This is an optimization exercise on Yosys and OpenROAD, whose aim is small area, not a production implementation. Where RTL was checked, it was by simulation tests only, not by an equivalence proof against the original. No driver is modelled on the clock port, so clocking that relies on it looks cheaper here than on a real chip. Power and IR drop assume default switching activity.

// hex_to_decimal
module hex_to_decimal(
	input		CLK,
	input		RST,
	input		INP_VALID,
	input	[15:0]	INP_HEX_DATA,
	output reg [15:0] OUT_DEC_DATA
);
Size: about 170 cells after synthesis, about 39 flip-flops, about 35 I/O pins.
==> flow/config.mk <==
export PLATFORM = sky130hd
export DESIGN_NAME = hex_to_decimal
export DESIGN_NICKNAME = hex_to_decimal
export VERILOG_FILES = /design/flow/design.v
export SDC_FILE = /design/flow/constraint.sdc
export NUM_CORES = 4
export LEC_CHECK = 0
export CAP_MARGIN = 20
export CORE_MARGIN = 2
export CORE_UTILIZATION = 40
export SLEW_MARGIN = 20
==> flow/constraint.sdc <==
create_clock -name core_clock -period 3.0 [get_ports {CLK}]
set_input_delay 0.6000 -clock core_clock [delete_from_list [all_inputs] [get_ports {CLK}]]
set_output_delay 0.6000 -clock core_clock [all_outputs]
set_load 0.01 [all_outputs]
standard.sh (not shown) runs the stock make flow with config.mk's settings and CLKGATE_MAP_FILE= SYNTH_SCRIPT=/design/flow/synth_recipe.tcl, a recipe that flattens the netlist after the stock synthesis.
==> flow/flow/run.sh <==
#!/bin/bash
# Standard ORFS layout, with the smallest buffer on every port, logic cells
# shrunk to their smallest size after placement (the repair steps then fix
# what needs it), and a clock tree without dummy loads.
set -euo pipefail
here=$(pwd)
bash standard.sh \
  "BUFFER_PORTS_ARGS=-buffer_cell sky130_fd_sc_hd__buf_1" \
  "POST_GLOBAL_PLACE_TCL=$here/flow/downsize.tcl" \
  "CTS_ARGS=-sink_clustering_enable -repair_clock_nets -dont_use_dummy_load -buf_list sky130_fd_sc_hd__clkbuf_4 sky130_fd_sc_hd__clkbuf_8" \
  finish > make_finish.log 2>&1
==> flow/flow/downsize.tcl <==
# Swap every logic cell for the smallest cell with the same function; the
# repair steps that follow fix any slew, capacitance or timing this breaks.
proc my_downsize {} {
  set n 0
  foreach inst [get_cells *] {
    set lc [get_lib_cells -quiet -of_objects $inst]
    if {$lc eq "" || $lc eq "NULL"} { continue }
    set name [get_name $lc]
    if {[string match *dfxtp* $name] || [string match *df*tp* $name] || [string match *clkbuf* $name] || [string match *tap* $name]} { continue }
    set best $lc
    set best_area [get_property $lc area]
    if {![regexp {^(.*)_[0-9]+$} $name -> base]} { continue }
    foreach e [get_lib_cells */${base}_*] {
      if {![sta::equiv_cells $lc $e]} { continue }
      set en [get_name $e]
      if {[string match *lpflow* $en] || [string match *probe* $en] || [string match *clk* $en]} { continue }
      set a [get_property $e area]
      if {$a < $best_area - 1e-6} { set best $e; set best_area $a }
    }
    if {$best ne $lc} {
      replace_cell $inst $best
      incr n
    }
  }
  puts "my_downsize: resized $n cells"
}
my_downsize
The baseline stopped in 4_1_cts with STA-0564.
Next try:
--- a/flow/flow/downsize.tcl
+++ b/flow/flow/downsize.tcl
@@ -4,6 +4,5 @@
   set n 0
   foreach inst [get_cells *] {
-    set lc [get_lib_cells -quiet -of_objects $inst]
-    if {$lc eq "" || $lc eq "NULL"} { continue }
+    set lc [get_lib_cells -of_objects $inst]
     set name [get_name $lc]
     if {[string match *dfxtp* $name] || [string match *df*tp* $name] || [string match *clkbuf* $name] || [string match *tap* $name]} { continue }
Now the flow never finished: it broke off in 3_3_place_gp on STA-2204.
Synthesized cell count is unchanged.
Area after synthesis is unchanged.
No run of this note included a check of the RTL's function; only the layout flow was run.

run 1:
hex_to_decimal, a different RTL version from the one above (not shown whole).
Size: roughly 39 flip-flops, about 35 I/O pins, roughly 0.0014 sq mm of cells after synthesis.
clock: 3.0 ns
lec_check: 0
cap_margin: 20
core_margin: 2
core_utilization: 40
slew_margin: 20
==> flow/flow/run.sh <==
#!/bin/bash
# The standard ORFS layout, with three changes that only save area:
#  - synthesis maps the logic with an area-oriented ABC script (flow/area.abc);
#  - every port gets the smallest buffer, sky130_fd_sc_hd__buf_1;
#  - after global placement every logic cell is swapped for the smallest cell
#    of the same function (flow/downsize.tcl); the repair steps after it fix
#    any slew, capacitance or timing this breaks;
#  - the clock tree is built without dummy loads.
# Each tool's output stays in orfs/logs/, and make's in make_*.log here.
set -euo pipefail
here=$(pwd)
export FLOW_ABC_SCRIPT=$here/flow/area.abc
export FLOW_SYNTH_TCL=$here/synth_recipe.tcl
bash standard.sh "SYNTH_SCRIPT=$here/flow/synth.tcl" synth > make_synth.log 2>&1
bash standard.sh \
  "SYNTH_SCRIPT=$here/flow/synth.tcl" \
  "BUFFER_PORTS_ARGS=-buffer_cell sky130_fd_sc_hd__buf_1" \
  "POST_GLOBAL_PLACE_TCL=$here/flow/downsize.tcl" \
  "POST_CTS_TCL=$here/flow/downsize.tcl" \
  "CTS_ARGS=-sink_clustering_enable -repair_clock_nets -dont_use_dummy_load -buf_list {sky130_fd_sc_hd__clkbuf_4 sky130_fd_sc_hd__clkbuf_8}" \
  finish > make_finish.log 2>&1
==> flow/flow/area.abc <==
strash
dch -f
map -a -D 100000
strash
dch -f
map -a -D 100000
Other scripts of this flow, unchanged in this note and not shown: flow/flow/downsize.tcl, flow/flow/synth.tcl
The inputs of run 2 differ from those of run 1 as listed below.
# run 1
export LEC_CHECK = 0
export CAP_MARGIN = 20
export CORE_MARGIN = 2
export CORE_UTILIZATION = 40
export SLEW_MARGIN = 20
create_clock -name core_clock -period 3.0 [get_ports {CLK}]
# run 2
export LEC_CHECK = 0
export CAP_MARGIN = 20
export CORE_MARGIN = 2
export CORE_UTILIZATION = 40
export GPL_TIMING_DRIVEN = 0
export SLEW_MARGIN = 20
create_clock -name core_clock -period 3.0 [get_ports {CLK}]
--- a/flow/flow/run.sh
+++ b/flow/flow/run.sh
@@ -1,4 +1,4 @@
 #!/bin/bash
-# The standard ORFS layout, with three changes that only save area:
+# The standard ORFS layout, with these changes, which only save area:
 #  - synthesis maps the logic with an area-oriented ABC script (flow/area.abc);
 #  - every port gets the smallest buffer, sky130_fd_sc_hd__buf_1;
@@ -6,5 +6,6 @@
 #    of the same function (flow/downsize.tcl); the repair steps after it fix
 #    any slew, capacitance or timing this breaks;
-#  - the clock tree is built without dummy loads.
+#  - the clock tree is built without dummy loads, and its root buffer, which
+#    drives only the leaf buffers, is the smallest clock buffer.
 # Each tool's output stays in orfs/logs/, and make's in make_*.log here.
 set -euo pipefail
@@ -17,5 +18,5 @@
   "BUFFER_PORTS_ARGS=-buffer_cell sky130_fd_sc_hd__buf_1" \
   "POST_GLOBAL_PLACE_TCL=$here/flow/downsize.tcl" \
-  "POST_CTS_TCL=$here/flow/downsize.tcl" \
+  "POST_CTS_TCL=$here/flow/post_cts.tcl" \
   "CTS_ARGS=-sink_clustering_enable -repair_clock_nets -dont_use_dummy_load -buf_list {sky130_fd_sc_hd__clkbuf_4 sky130_fd_sc_hd__clkbuf_8}" \
   finish > make_finish.log 2>&1
==> flow/flow/area.abc <==
strash
dc2
&get -n
&dch -f
&nf -a -p -R 200
&put
strash
&get -n
&dch -f
&nf -a -p -R 200
&put
strash
&get -n
&dch -f
&nf -a -p -R 200
&put
==> flow/flow/post_cts.tcl (new file) <==
# After CTS: the root buffer only drives the four leaf buffers, so the
# smallest clock buffer does; then shrink the logic again (downsize.tcl).
set root [[ord::get_db_block] findInst clkbuf_0_CLK]
if {$root ne "NULL"} {
  replace_cell clkbuf_0_CLK sky130_fd_sc_hd__clkbuf_1
}
source [file join [file dirname [info script]] downsize.tcl]
Results
Between run 1 and run 2, overall routed net length decreased.
Run 2 against run 1: setup slack after layout rose 0.25 ns; post-DP HPWL fell 8.3%.
The following lists how run 3 was set up differently from run 2:
==> flow/flow/area.abc <==
strash
&get -n
&dch -f
&nf -a -p
&put
strash
&get -n
&dch -f
&nf -a -p
&put
strash
&get -n
&dch -f
&nf -a -p
&put
Compare run 2 and run 3 | share of total power in sequential cells lower: run 3
Run 2 → run 3: initial cell density of the core grew by 0.48 points, vertical extent of the die climbed about 0.54%, worst stage delay on the critical path roughly the same.
> inputs changed (run 3 -> run 4)
==> flow/flow/run.sh <==
#!/bin/bash
# The standard ORFS layout, with three changes that only save area:
#  - synthesis maps the logic with an area-oriented ABC script (flow/area.abc);
#  - every port gets the smallest buffer, sky130_fd_sc_hd__buf_1;
#  - after global placement every logic cell is swapped for the smallest cell
#    of the same function (flow/downsize.tcl); the repair steps after it fix
#    any slew, capacitance or timing this breaks;
#  - the clock tree is built without dummy loads.
# Each tool's output stays in orfs/logs/, and make's in make_*.log here.
set -euo pipefail
here=$(pwd)
export FLOW_ABC_SCRIPT=$here/flow/area.abc
export FLOW_SYNTH_TCL=$here/synth_recipe.tcl
bash standard.sh "SYNTH_SCRIPT=$here/flow/synth.tcl" synth > make_synth.log 2>&1
bash standard.sh \
  "SYNTH_SCRIPT=$here/flow/synth.tcl" \
  "BUFFER_PORTS_ARGS=-buffer_cell sky130_fd_sc_hd__buf_1" \
  "POST_GLOBAL_PLACE_TCL=$here/flow/downsize.tcl" \
  "POST_CTS_TCL=$here/flow/downsize.tcl" \
  "CTS_ARGS=-sink_clustering_enable -repair_clock_nets -dont_use_dummy_load -buf_list {sky130_fd_sc_hd__clkbuf_4 sky130_fd_sc_hd__clkbuf_8}" \
  finish > make_finish.log 2>&1
removed: flow/flow/post_cts.tcl
--- outcome ---
Overall via count from detail_route, run 4 and run 3: smaller value in run 3
Re number of instances in the synthesized netlist: no difference whatsoever between run 3 and run 4.
Comparing run 4 and run 3, the higher fraction of final layout cells with drive strength greater than 1 is on run 4.

hex_to_decimal, a different RTL version from the one above (not shown whole).
Size in the first run: about 160 cells after synthesis, roughly 0.0019 sq mm of cells after synthesis.
Settings: LEC_CHECK=0, CAP_MARGIN=20, CORE_MARGIN=2, CORE_UTILIZATION=40, SLEW_MARGIN=20; clock period 3.0 ns.
run.sh (not shown) runs the stock make flow with config.mk's settings and CLKGATE_MAP_FILE= SYNTH_SCRIPT=/design/flow/synth_recipe.tcl, a recipe that flattens the netlist after the stock synthesis.
Stock flow here: none of the scripts above is used.
The first run finished with timing, DRC and antenna clean.
==> next run, changes <==
==> flow/flow/run.sh (new file) <==
#!/bin/bash
# Standard ORFS layout, with the smallest buffer on every port and a clock tree
# without dummy loads.
set -euo pipefail
bash standard.sh \
  "BUFFER_PORTS_ARGS=-buffer_cell sky130_fd_sc_hd__buf_1" \
  "CTS_ARGS=-sink_clustering_enable -repair_clock_nets -dont_use_dummy_load -buf_list sky130_fd_sc_hd__clkbuf_8" \
  finish > make_finish.log 2>&1
==> flow/standard.sh (new file) <==
#!/bin/bash
# synth_recipe.tcl (not shown) runs the flow's synth.tcl, then flattens the netlist and writes it again
# the make line also repeats each setting of config.mk as NAME=value (left out here)
make -C /OpenROAD-flow-scripts/flow DESIGN_CONFIG=/design/flow/config.mk WORK_HOME=/design/flow/orfs CLKGATE_MAP_FILE= SYNTH_SCRIPT=/design/flow/synth_recipe.tcl "${@:-finish}"
removed: flow/run.sh
Result: Synthesized area stays the same. Global-route usage shrinks by 0.62 points. Count of clock-buffer cells in the layout shrinks by 2. Power shrinks by roughly a tenth. Final area shrinks by roughly a tenth. Non-clock buffer count shrinks by 1. Final cell count shrinks slightly.

hex_to_decimal with an RTL version that a note above also has.
Size: roughly 35 I/O pins, about 1800 sq um of cells after synthesis.
// hex_to_decimal
module hex_to_decimal(
	input		CLK,
	input		RST,
	input		INP_VALID,
	input	[15:0]	INP_HEX_DATA,
	output reg [15:0] OUT_DEC_DATA
);
==> flow/config.mk <==
export PLATFORM = sky130hd
export DESIGN_NAME = hex_to_decimal
export DESIGN_NICKNAME = hex_to_decimal
export VERILOG_FILES = /design/flow/design.v
export SDC_FILE = /design/flow/constraint.sdc
export NUM_CORES = 4
export LEC_CHECK = 0
export CAP_MARGIN = 20
export CORE_MARGIN = 2
export CORE_UTILIZATION = 40
export SLEW_MARGIN = 20
==> flow/constraint.sdc <==
create_clock -name core_clock -period 3.0 [get_ports {CLK}]
set_input_delay 0.6000 -clock core_clock [delete_from_list [all_inputs] [get_ports {CLK}]]
set_output_delay 0.6000 -clock core_clock [all_outputs]
set_load 0.01 [all_outputs]
standard.sh (not shown) runs the stock make flow with config.mk's settings and CLKGATE_MAP_FILE= SYNTH_SCRIPT=/design/flow/synth_recipe.tcl, a recipe that flattens the netlist after the stock synthesis.
==> flow/flow/run.sh <==
#!/bin/bash
# Standard ORFS layout, with the smallest buffer on every port, logic cells
# shrunk to their smallest size after placement (the repair steps then fix
# what needs it), and a clock tree without dummy loads.
set -euo pipefail
here=$(pwd)
bash standard.sh \
  "BUFFER_PORTS_ARGS=-buffer_cell sky130_fd_sc_hd__buf_1" \
  "POST_GLOBAL_PLACE_TCL=$here/flow/downsize.tcl" \
  "CTS_ARGS=-sink_clustering_enable -repair_clock_nets -dont_use_dummy_load -buf_list sky130_fd_sc_hd__clkbuf_4 sky130_fd_sc_hd__clkbuf_8" \
  finish > make_finish.log 2>&1
==> flow/flow/downsize.tcl <==
# Swap every logic cell for the smallest cell with the same function; the
# repair steps that follow fix any slew, capacitance or timing this breaks.
proc my_downsize {} {
  set n 0
  foreach inst [get_cells *] {
    set lc [get_lib_cells -of_objects $inst]
    set name [get_name $lc]
    if {[string match *dfxtp* $name] || [string match *df*tp* $name] || [string match *clkbuf* $name] || [string match *tap* $name]} { continue }
    set best $lc
    set best_area [get_property $lc area]
    set equivs [sta::equiv_cells $lc]
    if {$equivs eq ""} { continue }
    foreach e $equivs {
      set en [get_name $e]
      if {[string match *lpflow* $en] || [string match *probe* $en] || [string match *clk* $en]} { continue }
      set a [get_property $e area]
      if {$a < $best_area - 1e-6} { set best $e; set best_area $a }
    }
    if {$best ne $lc} {
      replace_cell $inst $best
      incr n
    }
  }
  puts "my_downsize: resized $n cells"
}
my_downsize
The baseline failed in global placement.
Then changed:
==> flow/flow/run.sh (replaced) <==
#!/bin/bash
# Standard ORFS layout, with the smallest buffer on every port and a clock tree
# without dummy loads.
set -euo pipefail
bash standard.sh \
  "BUFFER_PORTS_ARGS=-buffer_cell sky130_fd_sc_hd__buf_1" \
  "CTS_ARGS=-sink_clustering_enable -repair_clock_nets -dont_use_dummy_load -buf_list sky130_fd_sc_hd__clkbuf_8" \
  finish > make_finish.log 2>&1
removed: flow/flow/downsize.tcl
The new run ran to the end with no violations.
Synthesized area is unchanged.
Synthesized cell count is unchanged.
No functional check of the RTL was part of any run of this note.

separate check: timing with driven ports:
The results above use ideal ports. As a check the final layouts listed here were re-extracted and re-timed, cells and wires unchanged. Step 1, drivers: a clkbuf_16 drives CLK and a buf_2 each remaining input, both assumed. Step 2, shift: input delay + t, output delay - t, t = (earliest + latest rising clock arrival at the registers) / 2. This alone moves slack from input paths to output paths. a / b / c = ideal / step 1 / step 2; a / b = the first two.
run	shift t [ns]	slack for setup (ns)	worst setup path after step 2	worst slew at a driven data input, ns
run 1	0.354	0.831 / 0.831 / 0.610	input to register	0.03
run 2	0.470	1.080 / 1.074 / 0.604	input to register	0.03
run 3	0.472	1.091 / 1.080 / 0.609	input to register	0.03
run 4	0.348	0.983 / 0.973 / 0.625	input to register	0.03
the first run of note 3	0.317	1.095 / 1.095 / 0.784	input to register	0.03
the second run of note 3	0.311	1.136 / 1.136 / 1.136	register to register	0.03
the second run of note 4	0.307	1.296 / 1.296 / 1.121	input to register	0.03
After both steps setup and hold are still met in every run listed. For run 3, which loses most, drivers alone change the setup slack by -0.011 ns; drivers and shift together by -0.482 ns.
